From an optimization exercise on the open Yosys and OpenROAD flow, aimed at small area, a short achievable clock period and few clock cycles per item; shortcuts taken in it are not production practice.
For this run, only the layout was checked, not whether the RTL still works.
Power and IR drop assume default switching activity.

==> flow/design.v <==
module simple_generic_matrix_mult #(
    parameter integer M = 3,
    parameter integer N = 3,
    parameter integer P = 3,
    parameter integer DATA_WIDTH = 8
)(
    input  wire clk,
    input  wire rst,
    input  wire start,
    input  wire signed [DATA_WIDTH-1:0] a_in,
    input  wire [$clog2(M*N)-1:0] a_addr,
    input  wire a_wen,
    input  wire signed [DATA_WIDTH-1:0] b_in,
    input  wire [$clog2(N*P)-1:0] b_addr,
    input  wire b_wen,
    output reg [2*DATA_WIDTH-1:0] c_out,
    output reg c_valid,
    output reg done
);
    localparam integer E = 1;    
    reg [3:0] t;
    wire rd = start | ((t != 0) & (t <= 8));           
    wire rot_b = rd;                                    
    wire rot_a = rd & ((t == 2) | (t == 5) | (t == 8));  
    always @(posedge clk or posedge rst) begin
        if (rst) begin
            t <= 0;
            c_valid <= 0;
            done <= 0;
        end else begin
            c_valid <= (t >= E) && (t <= E + 8) && (t != 0 || start);
            done <= (t == E + 8);
            t <= (t == E + 8) ? 4'd0 : (start || t != 0) ? t + 4'd1 : 4'd0;
        end
    end
    reg [71:0] Am, Bm;
    genvar x;
    generate
        for (x = 0; x < 9; x = x + 1) begin : st
            wire wa = a_wen & (a_addr == x);
            wire wb = b_wen & (b_addr == x);
            wire ha = ~(wa | rot_a);
            wire hb = ~(wb | rot_b);
            always @(posedge clk) begin
                Am[8*x +: 8] <= ({8{wa}} & a_in) | ({8{rot_a}} & Am[8*((x + 3) % 9) +: 8])
                              | ({8{ha}} & Am[8*x +: 8]);
                Bm[8*x +: 8] <= ({8{wb}} & b_in) | ({8{rot_b}} & Bm[8*((x % 3 == 2) ? x - 2 : x + 1) +: 8])
                              | ({8{hb}} & Bm[8*x +: 8]);
            end
        end
    endgenerate
    wire [7:0] ma0 = Am[7:0], ma1 = Am[15:8], ma2 = Am[23:16];
    wire [7:0] mb0 = Bm[7:0], mb1 = Bm[31:24], mb2 = Bm[55:48];
    wire [7:0] a0 = ma0, a1 = ma1, a2 = ma2, b0 = mb0, b1 = mb1, b2 = mb2;
    wire pp0_0_0, pp0_0_1, pp0_0_2, pp0_0_3, pp0_0_4, pp0_0_5, pp0_0_6, pp0_0_7, pp0_1_0, pp0_1_1, pp0_1_2, pp0_1_3, pp0_1_4, pp0_1_5, pp0_1_6, pp0_1_7, pp0_2_0, pp0_2_1, pp0_2_2, pp0_2_3, pp0_2_4, pp0_2_5, pp0_2_6, pp0_2_7, pp0_3_0, pp0_3_1, pp0_3_2, pp0_3_3, pp0_3_4, pp0_3_5, pp0_3_6, pp0_3_7, pp0_4_0, pp0_4_1, pp0_4_2, pp0_4_3, pp0_4_4, pp0_4_5, pp0_4_6, pp0_4_7, pp0_5_0, pp0_5_1, pp0_5_2, pp0_5_3, pp0_5_4, pp0_5_5, pp0_5_6, pp0_5_7, pp0_6_0, pp0_6_1, pp0_6_2, pp0_6_3, pp0_6_4, pp0_6_5, pp0_6_6, pp0_6_7, pp0_7_0, pp0_7_1, pp0_7_2, pp0_7_3, pp0_7_4, pp0_7_5, pp0_7_6, pp0_7_7, pp1_0_0, pp1_0_1, pp1_0_2, pp1_0_3, pp1_0_4, pp1_0_5, pp1_0_6, pp1_0_7, pp1_1_0, pp1_1_1, pp1_1_2, pp1_1_3, pp1_1_4, pp1_1_5, pp1_1_6, pp1_1_7, pp1_2_0, pp1_2_1, pp1_2_2, pp1_2_3, pp1_2_4, pp1_2_5, pp1_2_6, pp1_2_7, pp1_3_0, pp1_3_1, pp1_3_2, pp1_3_3, pp1_3_4, pp1_3_5, pp1_3_6, pp1_3_7, pp1_4_0, pp1_4_1, pp1_4_2, pp1_4_3, pp1_4_4, pp1_4_5, pp1_4_6, pp1_4_7, pp1_5_0, pp1_5_1, pp1_5_2, pp1_5_3, pp1_5_4, pp1_5_5, pp1_5_6, pp1_5_7, pp1_6_0, pp1_6_1, pp1_6_2, pp1_6_3, pp1_6_4, pp1_6_5, pp1_6_6, pp1_6_7, pp1_7_0, pp1_7_1, pp1_7_2, pp1_7_3, pp1_7_4, pp1_7_5, pp1_7_6, pp1_7_7, pp2_0_0, pp2_0_1, pp2_0_2, pp2_0_3, pp2_0_4, pp2_0_5, pp2_0_6, pp2_0_7, pp2_1_0, pp2_1_1, pp2_1_2, pp2_1_3, pp2_1_4, pp2_1_5, pp2_1_6, pp2_1_7, pp2_2_0, pp2_2_1, pp2_2_2, pp2_2_3, pp2_2_4, pp2_2_5, pp2_2_6, pp2_2_7, pp2_3_0, pp2_3_1, pp2_3_2, pp2_3_3, pp2_3_4, pp2_3_5, pp2_3_6, pp2_3_7, pp2_4_0, pp2_4_1, pp2_4_2, pp2_4_3, pp2_4_4, pp2_4_5, pp2_4_6, pp2_4_7, pp2_5_0, pp2_5_1, pp2_5_2, pp2_5_3, pp2_5_4, pp2_5_5, pp2_5_6, pp2_5_7, pp2_6_0, pp2_6_1, pp2_6_2, pp2_6_3, pp2_6_4, pp2_6_5, pp2_6_6, pp2_6_7, pp2_7_0, pp2_7_1, pp2_7_2, pp2_7_3, pp2_7_4, pp2_7_5, pp2_7_6, pp2_7_7, s1, c2, s3, c4, s5, c6, s7, c8, s9, c10, s11, c12, s13, c14, s15, c16, s17, c18, s19, c20, s21, c22, s23, c24, s25, c26, s27, c28, s29, c30, s31, c32, s33, c34, s35, c36, s37, c38, s39, c40, s41, c42, s43, c44, s45, c46, s47, c48, s49, c50, s51, c52, s53, c54, s55, c56, s57, c58, s59, c60, s61, c62, s63, c64, s65, c66, s67, c68, s69, c70, s71, c72, s73, c74, s75, c76, s77, c78, s79, c80, s81, c82, s83, c84, s85, c86, s87, c88, s89, c90, s91, c92, s93, c94, s95, c96, s97, c98, s99, c100, s101, c102, s103, c104, s105, c106, s107, c108, s109, c110, s111, c112, s113, c114, s115, c116, s117, c118, s119, c120, s121, c122, s123, c124, s125, c126, s127, c128, s129, c130, s131, c132, s133, c134, s135, c136, s137, c138, s139, c140, s141, c142, s143, c144, s145, c146, s147, c148, s149, c150, s151, c152, s153, c154, s155, c156, s157, c158, s159, c160, s161, c162, s163, c164, s165, c166, s167, c168, s169, c170, s171, c172, s173, c174, s175, c176, s177, c178, s179, c180, s181, c182, s183, c184, s185, c186, s187, c188, s189, c190, s191, c192, s193, c194, s195, c196, s197, c198, s199, c200, s201, c202, s203, c204, s205, c206, s207, c208, s209, c210, s211, c212, s213, c214, s215, c216, s217, c218, s219, c220, s221, c222, s223, c224, s225, c226, s227, c228, s229, c230, s231, c232, s233, c234, s235, c236, s237, c238, s239, c240, s241, c242, s243, c244, s245, c246, s247, c248, s249, c250, s251, c252, s253, c254, s255, c256, s257, c258, s259, c260, s261, c262, s263, c264, s265, c266, s267, c268, s269, c270, s271, c272, s273, c274, s275, c276, s277, c278, s279, c280, s281, c282, s283, c284, s285, c286, s287, c288, s289, c290, s291, c292, s293, c294, s295, c296, s297, c298, s299, c300, s301, c302, s303, c304, s305, c306, s307, c308, s309, c310, s311, s312, c313, s314, c315, s316, c317, s318, c319, s320, c321, s322, c323, s324, c325, s326, c327, s328, c329, s330, c331, s332, c333, s334, c335, s336, c337, s338, c339, s340, c341, s342, c343, s344, c345, s346, c347, s348, c349, s350;
    assign pp0_0_0 = ~(a0[0] & b0[0]);
    assign pp0_0_1 = ~(a0[0] & b0[1]);
    assign pp0_0_2 = ~(a0[0] & b0[2]);
    assign pp0_0_3 = ~(a0[0] & b0[3]);
    assign pp0_0_4 = ~(a0[0] & b0[4]);
    assign pp0_0_5 = ~(a0[0] & b0[5]);
    assign pp0_0_6 = ~(a0[0] & b0[6]);
    assign pp0_0_7 = a0[0] & b0[7];
    assign pp0_1_0 = ~(a0[1] & b0[0]);
    assign pp0_1_1 = ~(a0[1] & b0[1]);
    assign pp0_1_2 = ~(a0[1] & b0[2]);
    assign pp0_1_3 = ~(a0[1] & b0[3]);
    assign pp0_1_4 = ~(a0[1] & b0[4]);
    assign pp0_1_5 = ~(a0[1] & b0[5]);
    assign pp0_1_6 = ~(a0[1] & b0[6]);
    assign pp0_1_7 = a0[1] & b0[7];
    assign pp0_2_0 = ~(a0[2] & b0[0]);
    assign pp0_2_1 = ~(a0[2] & b0[1]);
    assign pp0_2_2 = ~(a0[2] & b0[2]);
    assign pp0_2_3 = ~(a0[2] & b0[3]);
    assign pp0_2_4 = ~(a0[2] & b0[4]);
    assign pp0_2_5 = ~(a0[2] & b0[5]);
    assign pp0_2_6 = ~(a0[2] & b0[6]);
    assign pp0_2_7 = a0[2] & b0[7];
    assign pp0_3_0 = ~(a0[3] & b0[0]);
    assign pp0_3_1 = ~(a0[3] & b0[1]);
    assign pp0_3_2 = ~(a0[3] & b0[2]);
    assign pp0_3_3 = ~(a0[3] & b0[3]);
    assign pp0_3_4 = ~(a0[3] & b0[4]);
    assign pp0_3_5 = ~(a0[3] & b0[5]);
    assign pp0_3_6 = ~(a0[3] & b0[6]);
    assign pp0_3_7 = a0[3] & b0[7];
    assign pp0_4_0 = ~(a0[4] & b0[0]);
    assign pp0_4_1 = ~(a0[4] & b0[1]);
    assign pp0_4_2 = ~(a0[4] & b0[2]);
    assign pp0_4_3 = ~(a0[4] & b0[3]);
    assign pp0_4_4 = ~(a0[4] & b0[4]);
    assign pp0_4_5 = ~(a0[4] & b0[5]);
    assign pp0_4_6 = ~(a0[4] & b0[6]);
    assign pp0_4_7 = a0[4] & b0[7];
    assign pp0_5_0 = ~(a0[5] & b0[0]);
    assign pp0_5_1 = ~(a0[5] & b0[1]);
    assign pp0_5_2 = ~(a0[5] & b0[2]);
    assign pp0_5_3 = ~(a0[5] & b0[3]);
    assign pp0_5_4 = ~(a0[5] & b0[4]);
    assign pp0_5_5 = ~(a0[5] & b0[5]);
    assign pp0_5_6 = ~(a0[5] & b0[6]);
    assign pp0_5_7 = a0[5] & b0[7];
    assign pp0_6_0 = ~(a0[6] & b0[0]);
    assign pp0_6_1 = ~(a0[6] & b0[1]);
    assign pp0_6_2 = ~(a0[6] & b0[2]);
    assign pp0_6_3 = ~(a0[6] & b0[3]);
    assign pp0_6_4 = ~(a0[6] & b0[4]);
    assign pp0_6_5 = ~(a0[6] & b0[5]);
    assign pp0_6_6 = ~(a0[6] & b0[6]);
    assign pp0_6_7 = a0[6] & b0[7];
    assign pp0_7_0 = a0[7] & b0[0];
    assign pp0_7_1 = a0[7] & b0[1];
    assign pp0_7_2 = a0[7] & b0[2];
    assign pp0_7_3 = a0[7] & b0[3];
    assign pp0_7_4 = a0[7] & b0[4];
    assign pp0_7_5 = a0[7] & b0[5];
    assign pp0_7_6 = a0[7] & b0[6];
    assign pp0_7_7 = ~(a0[7] & b0[7]);
    assign pp1_0_0 = ~(a1[0] & b1[0]);
    assign pp1_0_1 = ~(a1[0] & b1[1]);
    assign pp1_0_2 = ~(a1[0] & b1[2]);
    assign pp1_0_3 = ~(a1[0] & b1[3]);
    assign pp1_0_4 = ~(a1[0] & b1[4]);
    assign pp1_0_5 = ~(a1[0] & b1[5]);
    assign pp1_0_6 = ~(a1[0] & b1[6]);
    assign pp1_0_7 = a1[0] & b1[7];
    assign pp1_1_0 = ~(a1[1] & b1[0]);
    assign pp1_1_1 = ~(a1[1] & b1[1]);
    assign pp1_1_2 = ~(a1[1] & b1[2]);
    assign pp1_1_3 = ~(a1[1] & b1[3]);
    assign pp1_1_4 = ~(a1[1] & b1[4]);
    assign pp1_1_5 = ~(a1[1] & b1[5]);
    assign pp1_1_6 = ~(a1[1] & b1[6]);
    assign pp1_1_7 = a1[1] & b1[7];
    assign pp1_2_0 = ~(a1[2] & b1[0]);
    assign pp1_2_1 = ~(a1[2] & b1[1]);
    assign pp1_2_2 = ~(a1[2] & b1[2]);
    assign pp1_2_3 = ~(a1[2] & b1[3]);
    assign pp1_2_4 = ~(a1[2] & b1[4]);
    assign pp1_2_5 = ~(a1[2] & b1[5]);
    assign pp1_2_6 = ~(a1[2] & b1[6]);
    assign pp1_2_7 = a1[2] & b1[7];
    assign pp1_3_0 = ~(a1[3] & b1[0]);
    assign pp1_3_1 = ~(a1[3] & b1[1]);
    assign pp1_3_2 = ~(a1[3] & b1[2]);
    assign pp1_3_3 = ~(a1[3] & b1[3]);
    assign pp1_3_4 = ~(a1[3] & b1[4]);
    assign pp1_3_5 = ~(a1[3] & b1[5]);
    assign pp1_3_6 = ~(a1[3] & b1[6]);
    assign pp1_3_7 = a1[3] & b1[7];
    assign pp1_4_0 = ~(a1[4] & b1[0]);
    assign pp1_4_1 = ~(a1[4] & b1[1]);
    assign pp1_4_2 = ~(a1[4] & b1[2]);
    assign pp1_4_3 = ~(a1[4] & b1[3]);
    assign pp1_4_4 = ~(a1[4] & b1[4]);
    assign pp1_4_5 = ~(a1[4] & b1[5]);
    assign pp1_4_6 = ~(a1[4] & b1[6]);
    assign pp1_4_7 = a1[4] & b1[7];
    assign pp1_5_0 = ~(a1[5] & b1[0]);
    assign pp1_5_1 = ~(a1[5] & b1[1]);
    assign pp1_5_2 = ~(a1[5] & b1[2]);
    assign pp1_5_3 = ~(a1[5] & b1[3]);
    assign pp1_5_4 = ~(a1[5] & b1[4]);
    assign pp1_5_5 = ~(a1[5] & b1[5]);
    assign pp1_5_6 = ~(a1[5] & b1[6]);
    assign pp1_5_7 = a1[5] & b1[7];
    assign pp1_6_0 = ~(a1[6] & b1[0]);
    assign pp1_6_1 = ~(a1[6] & b1[1]);
    assign pp1_6_2 = ~(a1[6] & b1[2]);
    assign pp1_6_3 = ~(a1[6] & b1[3]);
    assign pp1_6_4 = ~(a1[6] & b1[4]);
    assign pp1_6_5 = ~(a1[6] & b1[5]);
    assign pp1_6_6 = ~(a1[6] & b1[6]);
    assign pp1_6_7 = a1[6] & b1[7];
    assign pp1_7_0 = a1[7] & b1[0];
    assign pp1_7_1 = a1[7] & b1[1];
    assign pp1_7_2 = a1[7] & b1[2];
    assign pp1_7_3 = a1[7] & b1[3];
    assign pp1_7_4 = a1[7] & b1[4];
    assign pp1_7_5 = a1[7] & b1[5];
    assign pp1_7_6 = a1[7] & b1[6];
    assign pp1_7_7 = ~(a1[7] & b1[7]);
    assign pp2_0_0 = ~(a2[0] & b2[0]);
    assign pp2_0_1 = ~(a2[0] & b2[1]);
    assign pp2_0_2 = ~(a2[0] & b2[2]);
    assign pp2_0_3 = ~(a2[0] & b2[3]);
    assign pp2_0_4 = ~(a2[0] & b2[4]);
    assign pp2_0_5 = ~(a2[0] & b2[5]);
    assign pp2_0_6 = ~(a2[0] & b2[6]);
    assign pp2_0_7 = a2[0] & b2[7];
    assign pp2_1_0 = ~(a2[1] & b2[0]);
    assign pp2_1_1 = ~(a2[1] & b2[1]);
    assign pp2_1_2 = ~(a2[1] & b2[2]);
    assign pp2_1_3 = ~(a2[1] & b2[3]);
    assign pp2_1_4 = ~(a2[1] & b2[4]);
    assign pp2_1_5 = ~(a2[1] & b2[5]);
    assign pp2_1_6 = ~(a2[1] & b2[6]);
    assign pp2_1_7 = a2[1] & b2[7];
    assign pp2_2_0 = ~(a2[2] & b2[0]);
    assign pp2_2_1 = ~(a2[2] & b2[1]);
    assign pp2_2_2 = ~(a2[2] & b2[2]);
    assign pp2_2_3 = ~(a2[2] & b2[3]);
    assign pp2_2_4 = ~(a2[2] & b2[4]);
    assign pp2_2_5 = ~(a2[2] & b2[5]);
    assign pp2_2_6 = ~(a2[2] & b2[6]);
    assign pp2_2_7 = a2[2] & b2[7];
    assign pp2_3_0 = ~(a2[3] & b2[0]);
    assign pp2_3_1 = ~(a2[3] & b2[1]);
    assign pp2_3_2 = ~(a2[3] & b2[2]);
    assign pp2_3_3 = ~(a2[3] & b2[3]);
    assign pp2_3_4 = ~(a2[3] & b2[4]);
    assign pp2_3_5 = ~(a2[3] & b2[5]);
    assign pp2_3_6 = ~(a2[3] & b2[6]);
    assign pp2_3_7 = a2[3] & b2[7];
    assign pp2_4_0 = ~(a2[4] & b2[0]);
    assign pp2_4_1 = ~(a2[4] & b2[1]);
    assign pp2_4_2 = ~(a2[4] & b2[2]);
    assign pp2_4_3 = ~(a2[4] & b2[3]);
    assign pp2_4_4 = ~(a2[4] & b2[4]);
    assign pp2_4_5 = ~(a2[4] & b2[5]);
    assign pp2_4_6 = ~(a2[4] & b2[6]);
    assign pp2_4_7 = a2[4] & b2[7];
    assign pp2_5_0 = ~(a2[5] & b2[0]);
    assign pp2_5_1 = ~(a2[5] & b2[1]);
    assign pp2_5_2 = ~(a2[5] & b2[2]);
    assign pp2_5_3 = ~(a2[5] & b2[3]);
    assign pp2_5_4 = ~(a2[5] & b2[4]);
    assign pp2_5_5 = ~(a2[5] & b2[5]);
    assign pp2_5_6 = ~(a2[5] & b2[6]);
    assign pp2_5_7 = a2[5] & b2[7];
    assign pp2_6_0 = ~(a2[6] & b2[0]);
    assign pp2_6_1 = ~(a2[6] & b2[1]);
    assign pp2_6_2 = ~(a2[6] & b2[2]);
    assign pp2_6_3 = ~(a2[6] & b2[3]);
    assign pp2_6_4 = ~(a2[6] & b2[4]);
    assign pp2_6_5 = ~(a2[6] & b2[5]);
    assign pp2_6_6 = ~(a2[6] & b2[6]);
    assign pp2_6_7 = a2[6] & b2[7];
    assign pp2_7_0 = a2[7] & b2[0];
    assign pp2_7_1 = a2[7] & b2[1];
    assign pp2_7_2 = a2[7] & b2[2];
    assign pp2_7_3 = a2[7] & b2[3];
    assign pp2_7_4 = a2[7] & b2[4];
    assign pp2_7_5 = a2[7] & b2[5];
    assign pp2_7_6 = a2[7] & b2[6];
    assign pp2_7_7 = ~(a2[7] & b2[7]);
    mm_fa u_s1 (.a(pp0_0_0), .b(pp1_0_0), .c(pp2_0_0), .s(s1), .co(c2));
    mm_fa u_s3 (.a(pp0_0_1), .b(pp0_1_0), .c(pp1_0_1), .s(s3), .co(c4));
    mm_fa u_s5 (.a(pp1_1_0), .b(pp2_0_1), .c(pp2_1_0), .s(s5), .co(c6));
    mm_fa u_s7 (.a(c2), .b(s3), .c(s5), .s(s7), .co(c8));
    assign s9 = ~(pp0_0_2 ^ pp0_1_1);
    assign c10 = pp0_0_2 | pp0_1_1;
    mm_fa u_s11 (.a(pp0_2_0), .b(pp1_0_2), .c(pp1_1_1), .s(s11), .co(c12));
    mm_fa u_s13 (.a(pp1_2_0), .b(pp2_0_2), .c(pp2_1_1), .s(s13), .co(c14));
    mm_fa u_s15 (.a(pp2_2_0), .b(c4), .c(c6), .s(s15), .co(c16));
    mm_fa u_s17 (.a(s9), .b(s11), .c(s13), .s(s17), .co(c18));
    mm_fa u_s19 (.a(c8), .b(s15), .c(s17), .s(s19), .co(c20));
    assign s21 = ~(pp0_0_3 ^ pp0_1_2);
    assign c22 = pp0_0_3 | pp0_1_2;
    mm_fa u_s23 (.a(pp0_2_1), .b(pp0_3_0), .c(pp1_0_3), .s(s23), .co(c24));
    mm_fa u_s25 (.a(pp1_1_2), .b(pp1_2_1), .c(pp1_3_0), .s(s25), .co(c26));
    mm_fa u_s27 (.a(pp2_0_3), .b(pp2_1_2), .c(pp2_2_1), .s(s27), .co(c28));
    mm_fa u_s29 (.a(pp2_3_0), .b(c10), .c(c12), .s(s29), .co(c30));
    mm_fa u_s31 (.a(c14), .b(s21), .c(s23), .s(s31), .co(c32));
    mm_fa u_s33 (.a(s25), .b(s27), .c(c16), .s(s33), .co(c34));
    mm_fa u_s35 (.a(c18), .b(s29), .c(s31), .s(s35), .co(c36));
    mm_fa u_s37 (.a(s33), .b(c20), .c(s35), .s(s37), .co(c38));
    assign s39 = ~(pp0_0_4 ^ pp0_1_3);
    assign c40 = pp0_0_4 | pp0_1_3;
    mm_fa u_s41 (.a(pp0_2_2), .b(pp0_3_1), .c(pp0_4_0), .s(s41), .co(c42));
    mm_fa u_s43 (.a(pp1_0_4), .b(pp1_1_3), .c(pp1_2_2), .s(s43), .co(c44));
    mm_fa u_s45 (.a(pp1_3_1), .b(pp1_4_0), .c(pp2_0_4), .s(s45), .co(c46));
    mm_fa u_s47 (.a(pp2_1_3), .b(pp2_2_2), .c(pp2_3_1), .s(s47), .co(c48));
    mm_fa u_s49 (.a(pp2_4_0), .b(c22), .c(c24), .s(s49), .co(c50));
    mm_fa u_s51 (.a(c26), .b(c28), .c(s39), .s(s51), .co(c52));
    mm_fa u_s53 (.a(s41), .b(s43), .c(s45), .s(s53), .co(c54));
    mm_fa u_s55 (.a(s47), .b(c30), .c(c32), .s(s55), .co(c56));
    mm_fa u_s57 (.a(s49), .b(s51), .c(s53), .s(s57), .co(c58));
    mm_fa u_s59 (.a(c34), .b(c36), .c(s55), .s(s59), .co(c60));
    assign s61 = ~(pp0_0_5 ^ pp0_1_4);
    assign c62 = pp0_0_5 | pp0_1_4;
    mm_fa u_s63 (.a(pp0_2_3), .b(pp0_3_2), .c(pp0_4_1), .s(s63), .co(c64));
    mm_fa u_s65 (.a(pp0_5_0), .b(pp1_0_5), .c(pp1_1_4), .s(s65), .co(c66));
    mm_fa u_s67 (.a(pp1_2_3), .b(pp1_3_2), .c(pp1_4_1), .s(s67), .co(c68));
    mm_fa u_s69 (.a(pp1_5_0), .b(pp2_0_5), .c(pp2_1_4), .s(s69), .co(c70));
    mm_fa u_s71 (.a(pp2_2_3), .b(pp2_3_2), .c(pp2_4_1), .s(s71), .co(c72));
    mm_fa u_s73 (.a(pp2_5_0), .b(c40), .c(c42), .s(s73), .co(c74));
    mm_fa u_s75 (.a(c44), .b(c46), .c(c48), .s(s75), .co(c76));
    mm_fa u_s77 (.a(s61), .b(s63), .c(s65), .s(s77), .co(c78));
    mm_fa u_s79 (.a(s67), .b(s69), .c(s71), .s(s79), .co(c80));
    mm_fa u_s81 (.a(c50), .b(c52), .c(c54), .s(s81), .co(c82));
    mm_fa u_s83 (.a(s73), .b(s75), .c(s77), .s(s83), .co(c84));
    mm_fa u_s85 (.a(s79), .b(c56), .c(c58), .s(s85), .co(c86));
    mm_fa u_s87 (.a(s81), .b(s83), .c(c60), .s(s87), .co(c88));
    assign s89 = ~(pp0_0_6 ^ pp0_1_5);
    assign c90 = pp0_0_6 | pp0_1_5;
    mm_fa u_s91 (.a(pp0_2_4), .b(pp0_3_3), .c(pp0_4_2), .s(s91), .co(c92));
    mm_fa u_s93 (.a(pp0_5_1), .b(pp0_6_0), .c(pp1_0_6), .s(s93), .co(c94));
    mm_fa u_s95 (.a(pp1_1_5), .b(pp1_2_4), .c(pp1_3_3), .s(s95), .co(c96));
    mm_fa u_s97 (.a(pp1_4_2), .b(pp1_5_1), .c(pp1_6_0), .s(s97), .co(c98));
    mm_fa u_s99 (.a(pp2_0_6), .b(pp2_1_5), .c(pp2_2_4), .s(s99), .co(c100));
    mm_fa u_s101 (.a(pp2_3_3), .b(pp2_4_2), .c(pp2_5_1), .s(s101), .co(c102));
    mm_fa u_s103 (.a(pp2_6_0), .b(c62), .c(c64), .s(s103), .co(c104));
    mm_fa u_s105 (.a(c66), .b(c68), .c(c70), .s(s105), .co(c106));
    mm_fa u_s107 (.a(c72), .b(s89), .c(s91), .s(s107), .co(c108));
    mm_fa u_s109 (.a(s93), .b(s95), .c(s97), .s(s109), .co(c110));
    mm_fa u_s111 (.a(s99), .b(s101), .c(c74), .s(s111), .co(c112));
    mm_fa u_s113 (.a(c76), .b(c78), .c(c80), .s(s113), .co(c114));
    mm_fa u_s115 (.a(s103), .b(s105), .c(s107), .s(s115), .co(c116));
    mm_fa u_s117 (.a(s109), .b(c82), .c(s111), .s(s117), .co(c118));
    mm_fa u_s119 (.a(c84), .b(s113), .c(s115), .s(s119), .co(c120));
    assign s121 = ~(pp0_0_7 ^ pp0_1_6);
    assign c122 = pp0_0_7 | pp0_1_6;
    mm_fa u_s123 (.a(pp0_2_5), .b(pp0_3_4), .c(pp0_4_3), .s(s123), .co(c124));
    mm_fa u_s125 (.a(pp0_5_2), .b(pp0_6_1), .c(pp0_7_0), .s(s125), .co(c126));
    mm_fa u_s127 (.a(pp1_0_7), .b(pp1_1_6), .c(pp1_2_5), .s(s127), .co(c128));
    mm_fa u_s129 (.a(pp1_3_4), .b(pp1_4_3), .c(pp1_5_2), .s(s129), .co(c130));
    mm_fa u_s131 (.a(pp1_6_1), .b(pp1_7_0), .c(pp2_0_7), .s(s131), .co(c132));
    mm_fa u_s133 (.a(pp2_1_6), .b(pp2_2_5), .c(pp2_3_4), .s(s133), .co(c134));
    mm_fa u_s135 (.a(pp2_4_3), .b(pp2_5_2), .c(pp2_6_1), .s(s135), .co(c136));
    mm_fa u_s137 (.a(pp2_7_0), .b(c90), .c(c92), .s(s137), .co(c138));
    mm_fa u_s139 (.a(c94), .b(c96), .c(c98), .s(s139), .co(c140));
    mm_fa u_s141 (.a(c100), .b(c102), .c(s121), .s(s141), .co(c142));
    mm_fa u_s143 (.a(s123), .b(s125), .c(s127), .s(s143), .co(c144));
    mm_fa u_s145 (.a(s129), .b(s131), .c(s133), .s(s145), .co(c146));
    mm_fa u_s147 (.a(s135), .b(c104), .c(c106), .s(s147), .co(c148));
    mm_fa u_s149 (.a(c108), .b(c110), .c(s137), .s(s149), .co(c150));
    mm_fa u_s151 (.a(s139), .b(s141), .c(s143), .s(s151), .co(c152));
    mm_fa u_s153 (.a(s145), .b(c112), .c(c114), .s(s153), .co(c154));
    mm_fa u_s155 (.a(s147), .b(c116), .c(s149), .s(s155), .co(c156));
    mm_fa u_s157 (.a(s151), .b(c118), .c(s153), .s(s157), .co(c158));
    mm_fa u_s159 (.a(pp0_1_7), .b(pp0_2_6), .c(pp0_3_5), .s(s159), .co(c160));
    mm_fa u_s161 (.a(pp0_4_4), .b(pp0_5_3), .c(pp0_6_2), .s(s161), .co(c162));
    mm_fa u_s163 (.a(pp0_7_1), .b(pp1_1_7), .c(pp1_2_6), .s(s163), .co(c164));
    mm_fa u_s165 (.a(pp1_3_5), .b(pp1_4_4), .c(pp1_5_3), .s(s165), .co(c166));
    mm_fa u_s167 (.a(pp1_6_2), .b(pp1_7_1), .c(pp2_1_7), .s(s167), .co(c168));
    mm_fa u_s169 (.a(pp2_2_6), .b(pp2_3_5), .c(pp2_4_4), .s(s169), .co(c170));
    mm_fa u_s171 (.a(pp2_5_3), .b(pp2_6_2), .c(pp2_7_1), .s(s171), .co(c172));
    mm_fa u_s173 (.a(c122), .b(c124), .c(c126), .s(s173), .co(c174));
    mm_fa u_s175 (.a(c128), .b(c130), .c(c132), .s(s175), .co(c176));
    mm_fa u_s177 (.a(c134), .b(c136), .c(s159), .s(s177), .co(c178));
    mm_fa u_s179 (.a(s161), .b(s163), .c(s165), .s(s179), .co(c180));
    mm_fa u_s181 (.a(s167), .b(s169), .c(s171), .s(s181), .co(c182));
    mm_fa u_s183 (.a(c138), .b(c140), .c(c142), .s(s183), .co(c184));
    mm_fa u_s185 (.a(c144), .b(c146), .c(s173), .s(s185), .co(c186));
    mm_fa u_s187 (.a(s175), .b(s177), .c(s179), .s(s187), .co(c188));
    mm_fa u_s189 (.a(s181), .b(c148), .c(c150), .s(s189), .co(c190));
    mm_fa u_s191 (.a(c152), .b(s183), .c(s185), .s(s191), .co(c192));
    mm_fa u_s193 (.a(s187), .b(c154), .c(s189), .s(s193), .co(c194));
    assign s195 = ~(pp0_2_7 ^ pp0_3_6);
    assign c196 = pp0_2_7 | pp0_3_6;
    mm_fa u_s197 (.a(pp0_4_5), .b(pp0_5_4), .c(pp0_6_3), .s(s197), .co(c198));
    mm_fa u_s199 (.a(pp0_7_2), .b(pp1_2_7), .c(pp1_3_6), .s(s199), .co(c200));
    mm_fa u_s201 (.a(pp1_4_5), .b(pp1_5_4), .c(pp1_6_3), .s(s201), .co(c202));
    mm_fa u_s203 (.a(pp1_7_2), .b(pp2_2_7), .c(pp2_3_6), .s(s203), .co(c204));
    mm_fa u_s205 (.a(pp2_4_5), .b(pp2_5_4), .c(pp2_6_3), .s(s205), .co(c206));
    mm_fa u_s207 (.a(pp2_7_2), .b(c160), .c(c162), .s(s207), .co(c208));
    mm_fa u_s209 (.a(c164), .b(c166), .c(c168), .s(s209), .co(c210));
    mm_fa u_s211 (.a(c170), .b(c172), .c(s195), .s(s211), .co(c212));
    mm_fa u_s213 (.a(s197), .b(s199), .c(s201), .s(s213), .co(c214));
    mm_fa u_s215 (.a(s203), .b(s205), .c(c174), .s(s215), .co(c216));
    mm_fa u_s217 (.a(c176), .b(c178), .c(c180), .s(s217), .co(c218));
    mm_fa u_s219 (.a(c182), .b(s207), .c(s209), .s(s219), .co(c220));
    mm_fa u_s221 (.a(s211), .b(s213), .c(c184), .s(s221), .co(c222));
    mm_fa u_s223 (.a(c186), .b(s215), .c(c188), .s(s223), .co(c224));
    mm_fa u_s225 (.a(s217), .b(s219), .c(c190), .s(s225), .co(c226));
    mm_fa u_s227 (.a(pp0_3_7), .b(pp0_4_6), .c(pp0_5_5), .s(s227), .co(c228));
    mm_fa u_s229 (.a(pp0_6_4), .b(pp0_7_3), .c(pp1_3_7), .s(s229), .co(c230));
    mm_fa u_s231 (.a(pp1_4_6), .b(pp1_5_5), .c(pp1_6_4), .s(s231), .co(c232));
    mm_fa u_s233 (.a(pp1_7_3), .b(pp2_3_7), .c(pp2_4_6), .s(s233), .co(c234));
    mm_fa u_s235 (.a(pp2_5_5), .b(pp2_6_4), .c(pp2_7_3), .s(s235), .co(c236));
    mm_fa u_s237 (.a(c196), .b(c198), .c(c200), .s(s237), .co(c238));
    mm_fa u_s239 (.a(c202), .b(c204), .c(c206), .s(s239), .co(c240));
    mm_fa u_s241 (.a(s227), .b(s229), .c(s231), .s(s241), .co(c242));
    mm_fa u_s243 (.a(s233), .b(s235), .c(c208), .s(s243), .co(c244));
    mm_fa u_s245 (.a(c210), .b(c212), .c(c214), .s(s245), .co(c246));
    mm_fa u_s247 (.a(s237), .b(s239), .c(s241), .s(s247), .co(c248));
    mm_fa u_s249 (.a(c216), .b(c218), .c(c220), .s(s249), .co(c250));
    mm_fa u_s251 (.a(s243), .b(s245), .c(s247), .s(s251), .co(c252));
    mm_fa u_s253 (.a(c222), .b(s249), .c(c224), .s(s253), .co(c254));
    mm_fa u_s255 (.a(pp0_4_7), .b(pp0_5_6), .c(pp0_6_5), .s(s255), .co(c256));
    mm_fa u_s257 (.a(pp0_7_4), .b(pp1_4_7), .c(pp1_5_6), .s(s257), .co(c258));
    mm_fa u_s259 (.a(pp1_6_5), .b(pp1_7_4), .c(pp2_4_7), .s(s259), .co(c260));
    mm_fa u_s261 (.a(pp2_5_6), .b(pp2_6_5), .c(pp2_7_4), .s(s261), .co(c262));
    mm_fa u_s263 (.a(c228), .b(c230), .c(c232), .s(s263), .co(c264));
    mm_fa u_s265 (.a(c234), .b(c236), .c(s255), .s(s265), .co(c266));
    mm_fa u_s267 (.a(s257), .b(s259), .c(s261), .s(s267), .co(c268));
    mm_fa u_s269 (.a(c238), .b(c240), .c(c242), .s(s269), .co(c270));
    mm_fa u_s271 (.a(s263), .b(s265), .c(s267), .s(s271), .co(c272));
    mm_fa u_s273 (.a(c244), .b(c246), .c(c248), .s(s273), .co(c274));
    mm_fa u_s275 (.a(s269), .b(s271), .c(c250), .s(s275), .co(c276));
    mm_fa u_s277 (.a(pp0_5_7), .b(pp0_6_6), .c(pp0_7_5), .s(s277), .co(c278));
    mm_fa u_s279 (.a(pp1_5_7), .b(pp1_6_6), .c(pp1_7_5), .s(s279), .co(c280));
    mm_fa u_s281 (.a(pp2_5_7), .b(pp2_6_6), .c(pp2_7_5), .s(s281), .co(c282));
    mm_fa u_s283 (.a(c256), .b(c258), .c(c260), .s(s283), .co(c284));
    mm_fa u_s285 (.a(c262), .b(s277), .c(s279), .s(s285), .co(c286));
    mm_fa u_s287 (.a(s281), .b(c264), .c(c266), .s(s287), .co(c288));
    mm_fa u_s289 (.a(c268), .b(s283), .c(s285), .s(s289), .co(c290));
    mm_fa u_s291 (.a(c270), .b(c272), .c(s287), .s(s291), .co(c292));
    mm_fa u_s293 (.a(pp0_6_7), .b(pp0_7_6), .c(pp1_6_7), .s(s293), .co(c294));
    mm_fa u_s295 (.a(pp1_7_6), .b(pp2_6_7), .c(pp2_7_6), .s(s295), .co(c296));
    mm_fa u_s297 (.a(c278), .b(c280), .c(c282), .s(s297), .co(c298));
    mm_fa u_s299 (.a(s293), .b(s295), .c(c284), .s(s299), .co(c300));
    mm_fa u_s301 (.a(c286), .b(s297), .c(c288), .s(s301), .co(c302));
    mm_fa u_s303 (.a(s299), .b(c290), .c(s301), .s(s303), .co(c304));
    mm_fa u_s305 (.a(pp0_7_7), .b(pp1_7_7), .c(pp2_7_7), .s(s305), .co(c306));
    mm_fa u_s307 (.a(c294), .b(c296), .c(s305), .s(s307), .co(c308));
    mm_fa u_s309 (.a(c298), .b(s307), .c(c300), .s(s309), .co(c310));
    assign s311 = 1'b1 ^ c306 ^ c308;
    mm_fa u_s312 (.a(ra_s57), .b(ra_c38), .c(ra_s59), .s(s312), .co(c313));
    mm_fa u_s314 (.a(ra_s85), .b(ra_s87), .c(c313), .s(s314), .co(c315));
    mm_fa u_s316 (.a(ra_s117), .b(ra_c86), .c(ra_s119), .s(s316), .co(c317));
    mm_fa u_s318 (.a(ra_c88), .b(s316), .c(c315), .s(s318), .co(c319));
    mm_fa u_s320 (.a(ra_c120), .b(ra_s155), .c(ra_s157), .s(s320), .co(c321));
    mm_fa u_s322 (.a(c317), .b(s320), .c(c319), .s(s322), .co(c323));
    mm_fa u_s324 (.a(ra_c156), .b(ra_s191), .c(ra_c158), .s(s324), .co(c325));
    mm_fa u_s326 (.a(ra_s193), .b(c321), .c(s324), .s(s326), .co(c327));
    mm_fa u_s328 (.a(ra_s221), .b(ra_c192), .c(ra_s223), .s(s328), .co(c329));
    mm_fa u_s330 (.a(ra_c194), .b(ra_s225), .c(c325), .s(s330), .co(c331));
    mm_fa u_s332 (.a(s328), .b(c327), .c(s330), .s(s332), .co(c333));
    mm_fa u_s334 (.a(ra_c226), .b(ra_s251), .c(ra_s253), .s(s334), .co(c335));
    mm_fa u_s336 (.a(c329), .b(s334), .c(c331), .s(s336), .co(c337));
    mm_fa u_s338 (.a(ra_c252), .b(ra_s273), .c(ra_s275), .s(s338), .co(c339));
    mm_fa u_s340 (.a(ra_c254), .b(c335), .c(s338), .s(s340), .co(c341));
    mm_fa u_s342 (.a(ra_s289), .b(ra_c274), .c(ra_s291), .s(s342), .co(c343));
    mm_fa u_s344 (.a(ra_c276), .b(c339), .c(s342), .s(s344), .co(c345));
    mm_fa u_s346 (.a(ra_c292), .b(ra_s303), .c(c343), .s(s346), .co(c347));
    mm_fa u_s348 (.a(ra_c302), .b(ra_s309), .c(ra_c304), .s(s348), .co(c349));
    assign s350 = ra_s311 ^ ra_c310 ^ c349;
    reg ra_s1, ra_s7, ra_s19, ra_s37, ra_s57, ra_c38, ra_s59, ra_s85, ra_s87, ra_s117, ra_c86, ra_s119, ra_c88, ra_c120, ra_s155, ra_s157, ra_c156, ra_s191, ra_c158, ra_s193, ra_s221, ra_c192, ra_s223, ra_c194, ra_s225, ra_c226, ra_s251, ra_s253, ra_c252, ra_s273, ra_s275, ra_c254, ra_s289, ra_c274, ra_s291, ra_c276, ra_c292, ra_s303, ra_c302, ra_s309, ra_c304, ra_s311, ra_c310;
    always @(posedge clk) begin
        ra_s1 <= s1;
        ra_s7 <= s7;
        ra_s19 <= s19;
        ra_s37 <= s37;
        ra_s57 <= s57;
        ra_c38 <= c38;
        ra_s59 <= s59;
        ra_s85 <= s85;
        ra_s87 <= s87;
        ra_s117 <= s117;
        ra_c86 <= c86;
        ra_s119 <= s119;
        ra_c88 <= c88;
        ra_c120 <= c120;
        ra_s155 <= s155;
        ra_s157 <= s157;
        ra_c156 <= c156;
        ra_s191 <= s191;
        ra_c158 <= c158;
        ra_s193 <= s193;
        ra_s221 <= s221;
        ra_c192 <= c192;
        ra_s223 <= s223;
        ra_c194 <= c194;
        ra_s225 <= s225;
        ra_c226 <= c226;
        ra_s251 <= s251;
        ra_s253 <= s253;
        ra_c252 <= c252;
        ra_s273 <= s273;
        ra_s275 <= s275;
        ra_c254 <= c254;
        ra_s289 <= s289;
        ra_c274 <= c274;
        ra_s291 <= s291;
        ra_c276 <= c276;
        ra_c292 <= c292;
        ra_s303 <= s303;
        ra_c302 <= c302;
        ra_s309 <= s309;
        ra_c304 <= c304;
        ra_s311 <= s311;
        ra_c310 <= c310;
    end
    wire [15:0] row1 = {s350, s348, c345, c341, s340, c333, s332, s326, s322, s318, s314, s312, ra_s37, ra_s19, ra_s7, ra_s1};
    wire [15:0] row2 = {1'b0, c347, s346, s344, c337, s336, 1'b0, c323, 1'b0, 1'b0, 1'b0, 1'b0, 1'b0, 1'b0, 1'b0, 1'b0};
    always @(posedge clk) c_out <= ~(row1 + row2);
endmodule
module mm_fa (input wire a, input wire b, input wire c, output wire s, output wire co);
    assign s = a ^ b ^ c;
    assign co = (a & b) | (a & c) | (b & c);
endmodule
module mm_ha (input wire a, input wire b, output wire s, output wire co);
    assign s = a ^ b;
    assign co = a & b;
endmodule
==> flow/flow/run.sh <==
#!/bin/bash
set -euo pipefail
bash standard.sh SETUP_SLACK_MARGIN=7 "BUFFER_PORTS_ARGS=-buffer_cell sky130_fd_sc_hd__buf_2" finish > standard_flow.log 2>&1
==> flow/standard.sh <==
#!/bin/bash
# synth_recipe.tcl (not shown) runs the flow's synth.tcl, then flattens the netlist and writes it again
# the make line also repeats each setting of config.mk as NAME=value (left out here)
make -C /OpenROAD-flow-scripts/flow DESIGN_CONFIG=/design/flow/config.mk WORK_HOME=/design/flow/orfs CLKGATE_MAP_FILE= SYNTH_SCRIPT=/design/flow/synth_recipe.tcl "${@:-finish}"
==> flow/config.mk <==
export PLATFORM = sky130hd
export DESIGN_NAME = simple_generic_matrix_mult
export DESIGN_NICKNAME = simple_generic_matrix_mult
export VERILOG_FILES = /design/flow/design.v
export SDC_FILE = /design/flow/constraint.sdc
export NUM_CORES = 4
export LEC_CHECK = 0
export ABC_CLOCK_PERIOD_IN_PS = 3000
export CAP_MARGIN = 20
export CORE_MARGIN = 2
export CORE_UTILIZATION = 70
export CTS_BUF_LIST = sky130_fd_sc_hd__clkbuf_8
export CTS_CLUSTER_DIAMETER = 60
export CTS_CLUSTER_SIZE = 14
export SLEW_MARGIN = 20
export SYNTH_HIERARCHICAL = 1
export SYNTH_MINIMUM_KEEP_SIZE = 0
==> flow/constraint.sdc <==
create_clock -name core_clock -period 10.0 [get_ports {clk}]
set_input_delay 2.0000 -clock core_clock [delete_from_list [all_inputs] [get_ports {clk}]]
set_output_delay 2.0000 -clock core_clock [all_outputs]
set_load 0.01 [all_outputs]
==> run notes <==
## cell type report
class	count	share of cell area
multi-input cells	763	0.5696
flip-flops and latches	209	0.3246
repair buffers	94	0.04965
clock buffers	21	0.02140
well taps	225	0.02084
inverters	38	0.01056
clock inverters	4	0.003335
## through the flow
stage / util / hold slack [ns] / std cells
final: 0.7891 / 0.3597 / 1354
after floorplan: - / 0.3379 / 1101
after global routing: 0.7891 / 0.3765 / 1354
after detailed placement: 0.7249 / 0.3425 / 1284
after CTS: 0.7662 / 0.3619 / 1323
after global placement: 0.7249 / 0.3379 / 1284
## Yosys stat by module (local to each module, per instance)
module,cells,flip-flops and latches,area [um^2],copies in the design
mm_fa,1,0,20.02,167
simple_generic_matrix_mult,934,209,8823,1
## registers in the layout (all words and copies together) (netlist names), 4 cells and up
| signal | count |
|---|---|
| Am | 72 |
| Bm | 72 |
| c_out | 16 |
| t | 4 |
## cell usage after synthesis, types with 2 or more instances
library cell / n
a21oi_1: 7
nor4_1: 14
nand3b_1: 4
nor2_2: 5
clkbuf_1: 53
nand2_1: 147
dfrtp_1: 6
or3b_2: 3
inv_1: 31
nand2b_1: 4
nor3_1: 51
clkinv_1: 7
o211ai_1: 2
nor2b_1: 3
buf_4: 2
buf_2: 20
nor2_1: 28
ha_1: 19
nor4_2: 2
o21ai_0: 4
dfxtp_1: 203
nor3_2: 3
a22o_1: 72
a221o_2: 2
xor2_1: 4
a21o_1: 72
buf_6: 2
a221o_1: 70
xnor2_1: 5
buf_8: 7
buf_1: 8
fa_1: 167
and2_1: 61
## metal layers
| layer | up-vias | share of wire | wire length, um |
|---|---|---|---|
| met2 | 499 | 0.48 | 14300 |
| met5 | - | 0 | 0 |
| met4 | 0 | 0.024 | 709 |
| li1 | 3856 | - | - |
| met3 | 66 | 0.096 | 2850 |
| met1 | 4396 | 0.40 | 11830 |
## power by group
| part | internal, uW | leakage [uW] | switching (uW) |
|---|---|---|---|
| logic | 1290 | 0.00330 | 1370 |
| clock network | 216 | 0.000176 | 275 |
| registers | 1270 | 0.00179 | 384 |
## worst max-delay path: stages, from the launching register on
cell,delay [ns]
dfxtp_4,0.43
nand2_1,0.10
fa_1,0.52
fa_1,0.48
fa_2,0.43
fa_1,0.54
fa_1,0.43
## repair_timing
| item | in CTS | in global routing |
|---|---|---|
| hold buffers | 0 | 0 |
| pin swaps | 3 | 14 |
| gates cloned | 1 | 2 |
| setup buffers | 13 | 29 |
| setup endpoints to repair | 152 | 129 |
| resized for setup | 111 | 50 |
## cell families (layout without fill, tap and decap cells)
group	after synthesis	in the layout	synth area share
AOI/OAI and AO/OA	234	234	0.1656
xor gates and xnor gates	10	10	0.008741
adders and majority gates	186	186	0.2943
buffers and inverters	130	157	0.05049
DFF	209	209	0.3464
muxes	1	1	0.0008227
and+or+nand+nor	331	332	0.1337
## worst min-delay path by stage
stage                         from          endpoint  slack, ns  cells after the start
finish              ra_s37$_DFF_P_  c_out[3]$_DFF_P_       0.36                      1
global route         ra_s1$_DFF_P_  c_out[0]$_DFF_P_       0.38                      1
CTS                 ra_s37$_DFF_P_  c_out[3]$_DFF_P_       0.36                      1
detailed placement  ra_s37$_DFF_P_  c_out[3]$_DFF_P_       0.34                      1
global placement     ra_s1$_DFF_P_  c_out[0]$_DFF_P_       0.34                      1
floorplan            ra_s1$_DFF_P_  c_out[0]$_DFF_P_       0.34                      1
==> reports/qor.txt <==
TritonCTS buffer count = 19
CTS H-Tree Depth = 1
Share of layout cells above drive strength 1 = 0.2188
First-pass GRT wire length = 45.35 mm
GP Congestion = 0.8883
Hold WC Path Type = register to register
Worst Path Required = 10.38 ns
I/O Buffers = 46
Crit. Startpoint = Bm[3]$_DFF_P_
Nets@finish = 1340
Row count = 48
Fraction of registers with async set/reset = 0.02871
Overall power after layout = 4810 uW
Mapped cell area = 0.01217 mm^2
Routed Antenna Nets = 0
DP Area = 0.01241 mm^2
Predominant post-synthesis flop cell = dfxtp_1
Vias in the first global route = 8607
Vias per cell = 6.512
Grt total ovfl = 0
Leakage = 0.005264 uW
Critical Path Source Type = register
Post-synth EDFFs = 0
Avg WL per Cell = 21.93 um
Total of max-cap violations = 0
Largest net degree at the start of global routing = 82
Root Driver = clkbuf_8
Cell variety after synth = 46
Peak supply drop = 0.0003971 V
Pwr/cell area = 356.1 mW/mm^2
Crit path time final = 3.069 ns
Status = timing/DRC/antenna clean
Initial antenna violation count = 0
Pins Over Slew Limit = 0
Syn nets = 1316
Ports = 47
WS Path Type = register to register
Worst clock skew = 0.02636 ns
Synth area leaders = dfxtp_1 33%, fa_1 27%, a221o_1 5.8%
Reg clk slew, reported paths = 0.09 ns
Fin. Hold Viols = 0
Width of the die = 135.8 um
Filler Cell Count = 1073
Met3 Use GR = 0.05928
Register area share after synthesis = 0.3464
Worst-Skew Late Latency = 0.53 ns
Most common cell after layout, fill and taps aside = dfxtp_1
Slew @ Worst Pin = 0.7165 ns
Multi-input logic area = 0.007694 mm^2
Total Wirelength = 29.69 mm
Post-synthesis cell count = 1101
Dominant cell type by area after synthesis = dfxtp_1
Total track usage = 0.3178
Final Cycle Share = 0.3069
Area grow syn2layout = 11.01%
Most frequent cells in the layout = 151 x dfxtp_1, 146 x nand2_1, 138 x fa_1
Crit Reg-Reg Startpoint = Bm[3]$_DFF_P_
Setup violations, final = 0
Setup TNS = 0 ns
GRT busiest layer = met2
Max frequency = 325.8 MHz
DRC viols = 0
Die Span Y = 135.8 um
Worst reg2reg path depth = 6
Avg Cell Area, Syn = 11.05 um^2
Final worst slack = 6.931 ns
Clock Path Buffers = 3
Synth warn = 7
Initial DRC Count = 1073
Diodes inserted = 0
R2r setup slk = 6.93 ns
Detailed Routing Iterations Pass 1 = 6
Fin area = 0.01351 mm^2
Routed via count = 8817
Nature of the critical path endpoint = register
Worst-path fanout max = 10
Grt met2 use = 0.5140
Slew margin rel. = 0.5223
DP HPWL = 20.52 mm
Clock sinks = 209
Synthesis-stage register bit count = 209
CTS tree = done
Crit path DAT = 3.45 ns
Crit path to = ra_s157$_DFF_P_
RSZ-0062 raised after global routing = yes
Register area = 0.004384 mm^2
Initial core utilization = 0.7108
Synth top area share = 0.3340
Core Area = 0.01712 mm^2
Reg2reg end = ra_s157$_DFF_P_
DP Worst Slack = 6.095 ns
Full die area = 0.01845 mm^2
GR met1 Demand/Resource = 0.4445

static timing again, ports no longer ideal:
The results above use ideal ports. As a check the final layout listed here was re-extracted and re-timed, cells and wires unchanged.
Step 1: set_driving_cell puts a clkbuf_16 on clk and a buf_2 on each other input, an assumption about the parent block.
Step 2 also shifts input and output timing later by t, the mid clock arrival at the registers, as if the neighbouring blocks saw the same clock.
Three values: no drivers, after step 1, after step 2; two values: the first two.
shift t [ns]: 0.556
slack for setup (ns): 6.931 / 6.931 / 6.481
slew at the worst register clock pin (ns): 0.09 / 0.09
After both steps setup and hold are still met in this run. The setup slack of this run moves by 0.000 ns with the drivers and by -0.450 ns with both steps.
